Background: an optimization exercise with open tools, aiming at small area. Do not read the settings as production practice.
In this exercise RTL edits were held to simulation tests only and were not proved equivalent to the original.
The clock input has no modelled driver; a real chip could not lean on it and would need a root buffer or a full tree.
Power is estimated from default activity; no workload was simulated.

==> flow/design.v <==
`timescale 1ns/10ps
module tbase(input clk, input rst, output tick, output last);
reg [5:0] s;
assign tick = s[0] & s[2] & s[3] & s[5];
assign last = s[0] & s[1] & s[4] & s[5];
always @(posedge clk)
  if (rst | last) s <= 6'd0;
  else s <= {s[4:0], ~(s[5] ^ s[0])};
endmodule
module tcount(input clk, input rst, input tick, output reg a, output reg [1:0] b, output reg [2:0] c);
always @(posedge clk)
  if (rst) begin a <= 1; b <= 2'b11; c <= 3'b000; end
  else if (tick) begin
    a <= ~a;
    b <= {b[0], ~(b[1] | b[0])};
    c <= {c[1:0], ~c[1] & (c[0] | ~c[2])};
  end
endmodule
module deb(input clk, input rst, input en, input key, output reg key_out);
reg [3:0] run;
wire flip = run[3] & run[1];
always @(posedge clk) begin
  if (rst) begin key_out <= 0; run <= 0; end
  else begin
    if (flip) begin key_out <= ~key_out; run <= 0; end
    else if (en) run <= (key == key_out) ? run + 4'd1 : 4'd0;
  end
end
endmodule
module cls(input clk, input rst, input tick, input tick10, input key, output reg [1:0] o);
reg lvl;
reg [7:0] win;
wire full = win[0] & ~win[1] & win[3] & ~win[4] & win[6];
always @(posedge clk) begin
  if (rst) begin lvl <= 0; win <= 8'd144; o <= 2'b01; end
  else begin
    if (tick && key != lvl) begin
      lvl <= key;
      win <= {7'b0010000, ~key};
      o <= {~key, full};
    end else if (tick10 && !full) win <= {win[6:0], win[7]^win[5]^win[2]^win[1]};
  end
end
endmodule
module symb(input clk, input rst, input tick, input [1:0] o, output [7:0] cnt, output reg chg, output reg [3:0] N, output reg [3:0] N34, output reg [3:0] N56);
reg EN;
reg [2:0] j;
reg [4:0] d;
wire clr = (o == 2'b01);
wire shift = o[1] & EN;
always @(posedge clk) begin
  EN <= ~o[1];
  if (rst) begin j <= 0; d <= 0; chg <= 0; end
  else if (clr) begin chg <= 1; j <= 0; d <= 0; end
  else if (shift) begin
    j <= {j[1] | (j[2] & ~j[0]), j[0], ~j[2]};
    d <= {d[3:0], o[0]};
    chg <= 0;
  end
end
wire [4:0] p = {j[2] & ~j[1], j[2] & ~j[0], j[2], j[1] | j[2], j[0] | j[2]};
assign cnt = {p[3], d[3], p[2], d[2], p[1], d[1], p[0], d[0]};
wire [3:0] dec = ~p[4] ? 4'b0000 :
  (d == 5'b11111) ? 4'b1111 :
  (d == 5'b01111) ? 4'b0001 :
  (d == 5'b00111) ? 4'b1100 :
  (d == 5'b00011) ? 4'b1000 :
  (d == 5'b00001) ? 4'b0010 :
  (d == 5'b00000) ? 4'b1011 :
  (d == 5'b10000) ? 4'b1101 :
  (d == 5'b11000) ? 4'b0100 :
  (d == 5'b11100) ? 4'b1110 :
  (d == 5'b11110) ? 4'b1010 :
  4'b0000;
always @(posedge clk) begin
  if (rst) begin N <= 4'b0000; N34 <= 4'b0000; end
  else begin
    if (tick) N <= dec;
    if (clr & ~chg) N34 <= N;
  end
  if (!rst && clr && !chg) N56 <= N34;
end
endmodule
module disp(input clk, input rst, input tick, input a, input [1:0] b, input [3:0] N, N34, N56, output [7:0] DISPLAYOUT, output [5:0] DIG);
wire na = ~a;
wire [1:0] nb = {b[0], ~(b[1] | b[0])};
wire selN = na ? (nb == 2'b00) : (nb == 2'b10);
wire sel34 = na ? (nb == 2'b10) : (nb == 2'b01);
wire [3:0] ch = selN ? N : sel34 ? N34 : N56;
wire valid = (ch != 4'b0000);
reg [3:0] nib;
always @(posedge clk)
  if (rst) nib <= 4'b0000;
  else if (tick) nib <= na ? (valid ? 4'b1000 : 4'b1111) : (valid ? ch : 4'b1111);
assign DISPLAYOUT[0] = nib[3] | nib[2];
assign DISPLAYOUT[1] = ~((~nib[2] & nib[1] & nib[0]) | (~nib[3] & ~nib[2] & ~nib[1] & ~nib[0]));
assign DISPLAYOUT[2] = ~((nib[3] & nib[2] & ~nib[1]) | (~nib[3] & ~nib[2] & ~nib[1] & ~nib[0]));
assign DISPLAYOUT[3] = nib[3];
assign DISPLAYOUT[4] = nib[3] & nib[2];
assign DISPLAYOUT[5] = nib[1];
assign DISPLAYOUT[6] = (nib[3] & ~nib[0]) | (~nib[2] & nib[1]);
assign DISPLAYOUT[7] = (nib[3] & ~nib[1] & nib[0]);
wire R = &b;
assign DIG[0] = ~(b == 2'b10 & ~a) & ~R;
assign DIG[1] = ~(b == 2'b00 & a) & ~R;
assign DIG[2] = ~(b == 2'b01 & ~a) & ~R;
assign DIG[3] = ~(b == 2'b10 & a) & ~R;
assign DIG[4] = ~(b == 2'b00 & ~a) & ~R;
assign DIG[5] = ~(b == 2'b01 & a) & ~R;
endmodule
module main (input clk,rst,key,output[5:0] DIG,output[7:0]DISPLAYOUT,output test,output change,output [1:0] out,output [7:0]cnt);
wire tick, last, a;
wire [1:0] b;
wire [2:0] c;
wire [3:0] N, N34, N56;
wire tick10 = last & ~a & ~c[2] & ~c[0];
tbase u_tbase(clk, rst, tick, last);
tcount u_tcount(clk, rst, tick, a, b, c);
deb u_deb(clk, rst, tick10, key, test);
cls u_cls(clk, rst, tick, tick10, test, out);
symb u_symb(clk, rst, tick, out, cnt, change, N, N34, N56);
disp u_disp(clk, rst, tick, a, b, N, N34, N56, DISPLAYOUT, DIG);
endmodule
Settings: LEC_CHECK=0, ABC_AREA=1, CAP_MARGIN=0, CORE_MARGIN=2, CORE_UTILIZATION=40, SLEW_MARGIN=0; clock period 10.0 ns.
standard.sh (not shown) runs the stock make flow with config.mk's settings and CLKGATE_MAP_FILE= SYNTH_SCRIPT=/design/flow/synth_recipe.tcl, a recipe that flattens the netlist after the stock synthesis.
==> flow/flow/run.sh <==
#!/bin/bash
# Standard ORFS layout (bash standard.sh), with these changes to how it is made:
#  * synthesis extracts no half/full-adder cells, and ABC maps for area only
#    (flow/abc_area.script replaces ORFS's, which buffers and upsizes for
#    speed; the 10 ns clock leaves ample slack),
#  * ports are buffered with buf_1 instead of the default buffer,
#  * the clock tree (flow/cts.tcl): CTS with clkbuf_8, no dummy loads and no
#    non-default routing rule, then its root buffer is removed and its four
#    leaves merged in pairs into two clkbuf_16 fed by the clock port.
# make's output goes to flow.log; each ORFS step logs to orfs/logs/.
set -euo pipefail
here=$PWD
rm -rf "$here/scripts"
cp -r "$FLOW_HOME/scripts" "$here/scripts"
cp "$here/flow/abc_area.script" "$here/scripts/abc_area.script"
cp "$here/flow/cts.tcl" "$here/scripts/cts.tcl"
export SCRIPTS_DIR="$here/scripts"
export ADDER_MAP_FILE=""
export BUFFER_PORTS_ARGS="-buffer_cell sky130_fd_sc_hd__buf_1"
export CTS_ARGS="-sink_clustering_enable -repair_clock_nets -dont_use_dummy_load -apply_ndr none -buf_list sky130_fd_sc_hd__clkbuf_8"
export CLOCK_PORT_NET=clk
export CLOCK_LEAVES=2
export CLOCK_LEAF_BUFFER=sky130_fd_sc_hd__clkbuf_16
bash standard.sh finish > "$here/flow.log" 2>&1
==> flow/flow/abc_area.script <==
strash
ifraig
scorr
dc2
dch -f
amap
strash
dc2
dch -f
amap
topo
Other scripts of this flow, unchanged in this note and not shown: flow/flow/cts.tcl
Then changed:
--- a/flow/flow/run.sh
+++ b/flow/flow/run.sh
@@ -3 +3,2 @@
-#  * synthesis extracts no half/full-adder cells, and ABC maps for area only
+#  * synthesis extracts no half/full-adder cells, and ABC restructures the
+#    logic (&deepsyn, 30 s) and maps it for area only
==> flow/flow/abc_area.script (replaced) <==
strash
ifraig
scorr
&get -n
&deepsyn -T 30
&put
dch -f
amap
strash
dc2
dch -f
amap
topo
CAP_MARGIN = 20   (was 0)
SLEW_MARGIN = 20   (was 0)
Result: The new run ran to the end with no violations. Power increases by a few percent. Design area decreases by a few percent. Global-route usage decreases by 0.31 points. Register-to-register slack is worse by 0.33 ns. Critical path depth increases by 3. Utilization increases by 0.87 points. Die area decreases slightly. Hold slack is better by 0.0048 ns. Final cell count decreases by a few percent.

* * *

## cedar
main, a different RTL version from the one above (not shown whole).
Size: ~270 cells after synthesis, ~54 flip-flops.
clock: 10.0 ns
lec_check: 0
abc_area: 1
cap_margin: 20
core_margin: 2
core_utilization: 65
slew_margin: 20
==> flow/flow/run.sh <==
#!/bin/bash
# Standard ORFS layout (bash standard.sh), with these changes to how it is made:
#  * synthesis extracts no half/full-adder cells, and ABC maps for area only
#    (flow/abc_area.script replaces ORFS's, which buffers and upsizes for
#    speed; the 10 ns clock leaves ample slack),
#  * ports are buffered with buf_1 instead of the default buffer,
#  * the clock tree (flow/cts.tcl): CTS with clkbuf_8, no dummy loads and no
#    non-default routing rule, then its root buffer is removed and its four
#    leaves merged in pairs into two clkbuf_16 fed by the clock port.
# make's output goes to flow.log; each ORFS step logs to orfs/logs/.
set -euo pipefail
here=$PWD
rm -rf "$here/scripts"
cp -r "$FLOW_HOME/scripts" "$here/scripts"
cp "$here/flow/abc_area.script" "$here/scripts/abc_area.script"
cp "$here/flow/cts.tcl" "$here/scripts/cts.tcl"
export SCRIPTS_DIR="$here/scripts"
export ADDER_MAP_FILE=""
export BUFFER_PORTS_ARGS="-buffer_cell sky130_fd_sc_hd__buf_1"
export CTS_ARGS="-sink_clustering_enable -repair_clock_nets -dont_use_dummy_load -apply_ndr none -buf_list sky130_fd_sc_hd__clkbuf_8"
export CLOCK_PORT_NET=clk
export CLOCK_LEAVES=2
export CLOCK_LEAF_BUFFER=sky130_fd_sc_hd__clkbuf_16
bash standard.sh finish > "$here/flow.log" 2>&1
Other scripts of this flow, unchanged in this note and not shown: flow/flow/abc_area.script, flow/flow/cts.tcl
cedar: done, clean on timing, DRC and antenna
Edits applied to the flow inputs when going from cedar to oak:
diff --git a/flow/config.mk b/flow/config.mk
--- a/flow/config.mk
+++ b/flow/config.mk
@@ -10,3 +10,3 @@
 export CORE_MARGIN = 2
-export CORE_UTILIZATION = 65
+export CORE_UTILIZATION = 40
 export SLEW_MARGIN = 20
[summary]
oak vs. cedar: signed area change from the synthesized netlist to the final layout increased by 1.2 points relative to the old numbers; global routing usage on met1 decreased by 11 points relative to the old numbers; via total after detailed routing decreased by 41 relative to the old numbers.

## static timing again, ports no longer ideal
Ports are ideal in the flow. The routed layouts listed here were re-timed in OpenROAD. Step 1 sets driving cells, clkbuf_16 on the clock port and buf_2 on the other inputs (assumed; they add their load-dependent delay and slew). Step 2, shift: input delay + t, output delay - t, t = (earliest + latest rising clock arrival at the registers) / 2. This alone moves slack from input paths to output paths. a / b / c = ideal ports / drivers / drivers and shift; a / b = the first two.
run	t (ns)	setup slack, ns	pins driven straight from the clock port
the first run of note 1	0.198	6.675 / 6.635 / 6.582	2
the second run of note 1	0.204	6.157 / 6.176 / 5.972	2
cedar	0.199	6.711 / 6.668 / 6.867	2
oak	0.203	6.709 / 6.666 / 6.867	2
After both steps setup and hold are still met in every run listed. For the second run of note 1, which loses most, drivers alone change the setup slack by +0.019 ns; drivers and shift together by -0.185 ns.
